Source: an optimization exercise on an open RTL-to-GDS flow (aim: small area). Production flows keep margins and buffers that such runs may drop. The RTL was checked by simulation tests, not by an equivalence proof against the original design.

==> inputs of wip/lagoon <==
Design math_sqrtf32, start of the top module:
module math_sqrtf32
(
	input logic 		clk,
	input logic 		rst_n,
	input logic 		sqrt_op_en,
	input logic [31:0] 	sqrt_rb,
	output logic 		sqrt_ra_en,
	output logic [31:0] sqrt_ra,
	output logic 		sqrt_lvf_flag
);
Settings: LEC_CHECK=0, ABC_AREA=1, CAP_MARGIN=20, CORE_MARGIN=2, CORE_UTILIZATION=40, CTS_BUF_LIST=sky130_fd_sc_hd__clkbuf_8, CTS_CLUSTER_DIAMETER=120, CTS_CLUSTER_SIZE=40, SLEW_MARGIN=20, SYNTH_MEMORY_MAX_BITS=65536; clock period 16.0 ns.
standard.sh (not shown) runs the stock make flow with config.mk's settings and CLKGATE_MAP_FILE= SYNTH_SCRIPT=/design/flow/synth_recipe.tcl, a recipe that flattens the netlist after the stock synthesis.
==> flow/flow/run.sh <==
#!/bin/bash
# Own flow: the standard synthesis; then flow/gen4.py writes the same logic as a
# gate netlist (full adders and and-or carry chains mapped by hand) that keeps the
# standard synthesis's registers, names and cell types; then the standard layout.
# If the register sets do not match, the standard netlist is laid out instead.
set -uo pipefail
R=orfs/results/${FLOW_PLATFORM:-sky130hd}/math_sqrtf32/base
bash standard.sh synth > run_synth.log 2>&1 || exit 1
cp $R/1_2_yosys.v std_netlist.v
if python3 flow/gen4.py net flow/params.txt std_netlist.v gate_netlist.v > run_gen.log 2>&1; then
  cp gate_netlist.v $R/1_2_yosys.v
  rm -f $R/1_synth.odb $R/1_synth.sdc
  bash standard.sh synth > run_synth2.log 2>&1 || exit 1
fi
BUFFER_PORTS_ARGS="-buffer_cell sky130_fd_sc_hd__buf_1" bash standard.sh > run_layout.log 2>&1
Other scripts of this flow, unchanged in this note and not shown: flow/flow/gen4.py, flow/flow/params.txt
==> wip/tundra: changes against wip/lagoon <==
- CTS_CLUSTER_DIAMETER: 120 -> not set
- CTS_CLUSTER_SIZE: 40 -> not set
- PLACE_DENSITY: not set -> 0.95
==> wip/sierra: changes against wip/lagoon <==
- CTS_CLUSTER_DIAMETER: 120 -> not set
- CTS_CLUSTER_SIZE: 40 -> not set
- PLACE_DENSITY: not set -> 0.85
==> comparison <==
The highest design area belongs to wip/lagoon, the lowest to wip/sierra.
Cell count: wip/lagoon > wip/tundra > wip/sierra.
Hold slack: wip/sierra > wip/lagoon > wip/tundra.
The highest wire length belongs to wip/tundra, the lowest to wip/lagoon.
The lowest sequential share of layout area belongs to wip/lagoon, the highest to wip/sierra.
Against wip/lagoon, the first-iteration DRC count of wip/sierra is higher by 66%.

* * *

==> run a <==
math_sqrtf32 again, from the RTL that the note above started with.
==> flow/config.mk <==
export PLATFORM = sky130hd
export DESIGN_NAME = math_sqrtf32
export DESIGN_NICKNAME = math_sqrtf32
export VERILOG_FILES = /design/flow/design.v
export SDC_FILE = /design/flow/constraint.sdc
export NUM_CORES = 4
export LEC_CHECK = 0
export ABC_AREA = 1
export CAP_MARGIN = 20
export CORE_MARGIN = 2
export CORE_UTILIZATION = 40
export CTS_BUF_LIST = sky130_fd_sc_hd__clkbuf_8
export PLACE_DENSITY = 0.9
export SLEW_MARGIN = 20
export SYNTH_MEMORY_MAX_BITS = 65536
==> flow/constraint.sdc <==
create_clock -name core_clock -period 16.0 [get_ports {clk}]
set_input_delay 3.2000 -clock core_clock [delete_from_list [all_inputs] [get_ports {clk}]]
set_output_delay 3.2000 -clock core_clock [all_outputs]
set_load 0.01 [all_outputs]
Scripts as last shown in full above: flow/flow/run.sh
Other scripts of this flow, unchanged in this note and not shown: flow/flow/gen4.py, flow/flow/params.txt
==> run b (differences from run a) <==
Settings changed: CTS_BUF_LIST sky130_fd_sc_hd__clkbuf_8 to sky130_fd_sc_hd__clkbuf_16, CTS_CLUSTER_DIAMETER from default to 150, CTS_CLUSTER_SIZE from default to 50, PLACE_DENSITY 0.9 to default.
==> run c (differences from run a) <==
Settings changed: PLACE_DENSITY 0.9 to 0.8.
==> run d (differences from run a) <==
Settings changed: GPL_ROUTABILITY_DRIVEN from default to 0, PLACE_DENSITY 0.9 to 0.85.
==> flow_metrics.tcl <==
set metrics [dict create \
    tightest_slew_ps 954.1 \
    met2_usage_pct 27.31 \
    seq-cell-share_pct 22.44 \
    status "finished clean" \
    worstPathArrival_ps 15790 \
    r2r_start "q_r1[1]" \
    wl_met2_um 13750 \
]
Source of the figures above: run b

==> flow_metrics.tcl <==
set metrics [dict create \
    r2r_start "q_r1[0]" \
    status "finished clean" \
    wl_met2_um 15710 \
    worstPathArrival_ps 15950 \
    tightest_slew_ps 874.8 \
]
Source of the figures above: run a

==> flow_metrics.tcl <==
set metrics [dict create \
    status "finished clean" \
    seq-cell-share_pct 22.86 \
    worstPathArrival_ps 15950 \
    wl_met2_um 14850 \
]
Source of the figures above: run c

==> flow_metrics.tcl <==
set metrics [dict create \
    tightest_slew_ps 933.0 \
    worstPathArrival_ps 15920 \
    r2r_start "n_r1[32]" \
    wl_met2_um 15210 \
    status "finished clean" \
]
Source of the figures above: run d


* * *

==> wip/pepper <==
math_sqrtf32 again, from the RTL that the note above started with.
==> flow/config.mk <==
export PLATFORM = sky130hd
export DESIGN_NAME = math_sqrtf32
export DESIGN_NICKNAME = math_sqrtf32
export VERILOG_FILES = /design/flow/design.v
export SDC_FILE = /design/flow/constraint.sdc
export NUM_CORES = 4
export LEC_CHECK = 0
export ABC_AREA = 1
export CAP_MARGIN = 5
export CORE_MARGIN = 2
export CORE_UTILIZATION = 40
export CTS_BUF_LIST = sky130_fd_sc_hd__clkbuf_8
export SLEW_MARGIN = 5
export SYNTH_MEMORY_MAX_BITS = 65536
==> flow/constraint.sdc <==
create_clock -name core_clock -period 16.0 [get_ports {clk}]
set_input_delay 3.2000 -clock core_clock [delete_from_list [all_inputs] [get_ports {clk}]]
set_output_delay 3.2000 -clock core_clock [all_outputs]
set_load 0.01 [all_outputs]
Scripts as last shown in full above: flow/flow/run.sh
Other scripts of this flow, unchanged in this note and not shown: flow/flow/gen4.py, flow/flow/params.txt
==> wip/maple (differences from wip/pepper) <==
--- a/flow/config.mk
+++ b/flow/config.mk
@@ -7,8 +7,8 @@
 export LEC_CHECK = 0
 export ABC_AREA = 1
-export CAP_MARGIN = 5
+export CAP_MARGIN = 20
 export CORE_MARGIN = 2
-export CORE_UTILIZATION = 40
+export CORE_UTILIZATION = 60
 export CTS_BUF_LIST = sky130_fd_sc_hd__clkbuf_8
-export SLEW_MARGIN = 5
+export SLEW_MARGIN = 20
 export SYNTH_MEMORY_MAX_BITS = 65536
==> summary of the runs <==
- Between wip/pepper and wip/maple, the lower critical path depth is in wip/pepper (gap 1).
- Between wip/maple and wip/pepper, the lower global-route usage is in wip/pepper (gap 7.2 points).
- Between wip/pepper and wip/maple, the lower clock skew is in wip/maple (gap 4.2 ps).
- Fmax is about the same in wip/maple and wip/pepper.
- wip/maple ran to the end with no violations. wip/pepper finished clean.
==> figures <==
item                                               wip/maple   wip/pepper
Setup slack of the critical path after layout       565.7 ps     596.3 ps
Per-cell routed wire length                         11.88 um     11.05 um
Non-clock buffer count in the final layout               145          133
Routed wire length                                  27080 um     26570 um
Number of global-route vias before repair              10440        10260
Clock Latency Late Sink                               470 ps       500 ps
Run status                  no timing/DRC/antenna violations  no timing/DRC/antenna violations
Data arrival time of the critical path              15850 ps     15830 ps
Well tap count                                           324          461
Achievable frequency                               64.79 MHz    64.92 MHz

==> separate check: timing with driven ports <==
Ports are ideal in the flow. The routed layouts listed here were re-timed in OpenROAD.
Step 1 (the two cells are an assumption about what drives the block):
set clk [get_ports {clk}]
set_driving_cell -lib_cell sky130_fd_sc_hd__clkbuf_16 $clk
set_driving_cell -lib_cell sky130_fd_sc_hd__buf_2 [delete_from_list [all_inputs] $clk]
Step 2 moves the port delays by t, midway between the first and last clock arrival at a register: inputs arrive t later, outputs are due t later. That takes back most of the time a late clock gives input paths.
a / b / c = no drivers / after step 1 / after step 2; a / b = the first two.
run	t (ns)	slack for setup (ns)	hold WS [ns]
wip/lagoon	0.531	0.596 / 0.596 / 0.596	0.330 / 0.330 / 0.330
wip/tundra	0.512	0.413 / 0.413 / 0.405	0.326 / 0.326 / 0.326
wip/sierra	0.518	0.489 / 0.489 / 0.489	0.334 / 0.334 / 0.334
run a	0.518	0.462 / 0.462 / 0.462	0.332 / 0.332 / 0.332
run b	0.489	0.576 / 0.576 / 0.576	0.327 / 0.327 / 0.327
run c	0.520	0.452 / 0.452 / 0.452	0.334 / 0.334 / 0.334
run d	0.518	0.489 / 0.489 / 0.489	0.334 / 0.334 / 0.334
wip/pepper	0.531	0.596 / 0.596 / 0.596	0.330 / 0.330 / 0.330
wip/maple	0.506	0.566 / 0.566 / 0.564	0.334 / 0.334 / 0.334
After both steps every run listed still meets setup and hold. The setup slack of wip/tundra, which loses most, moves by 0.000 ns with the drivers and by -0.008 ns with both steps.
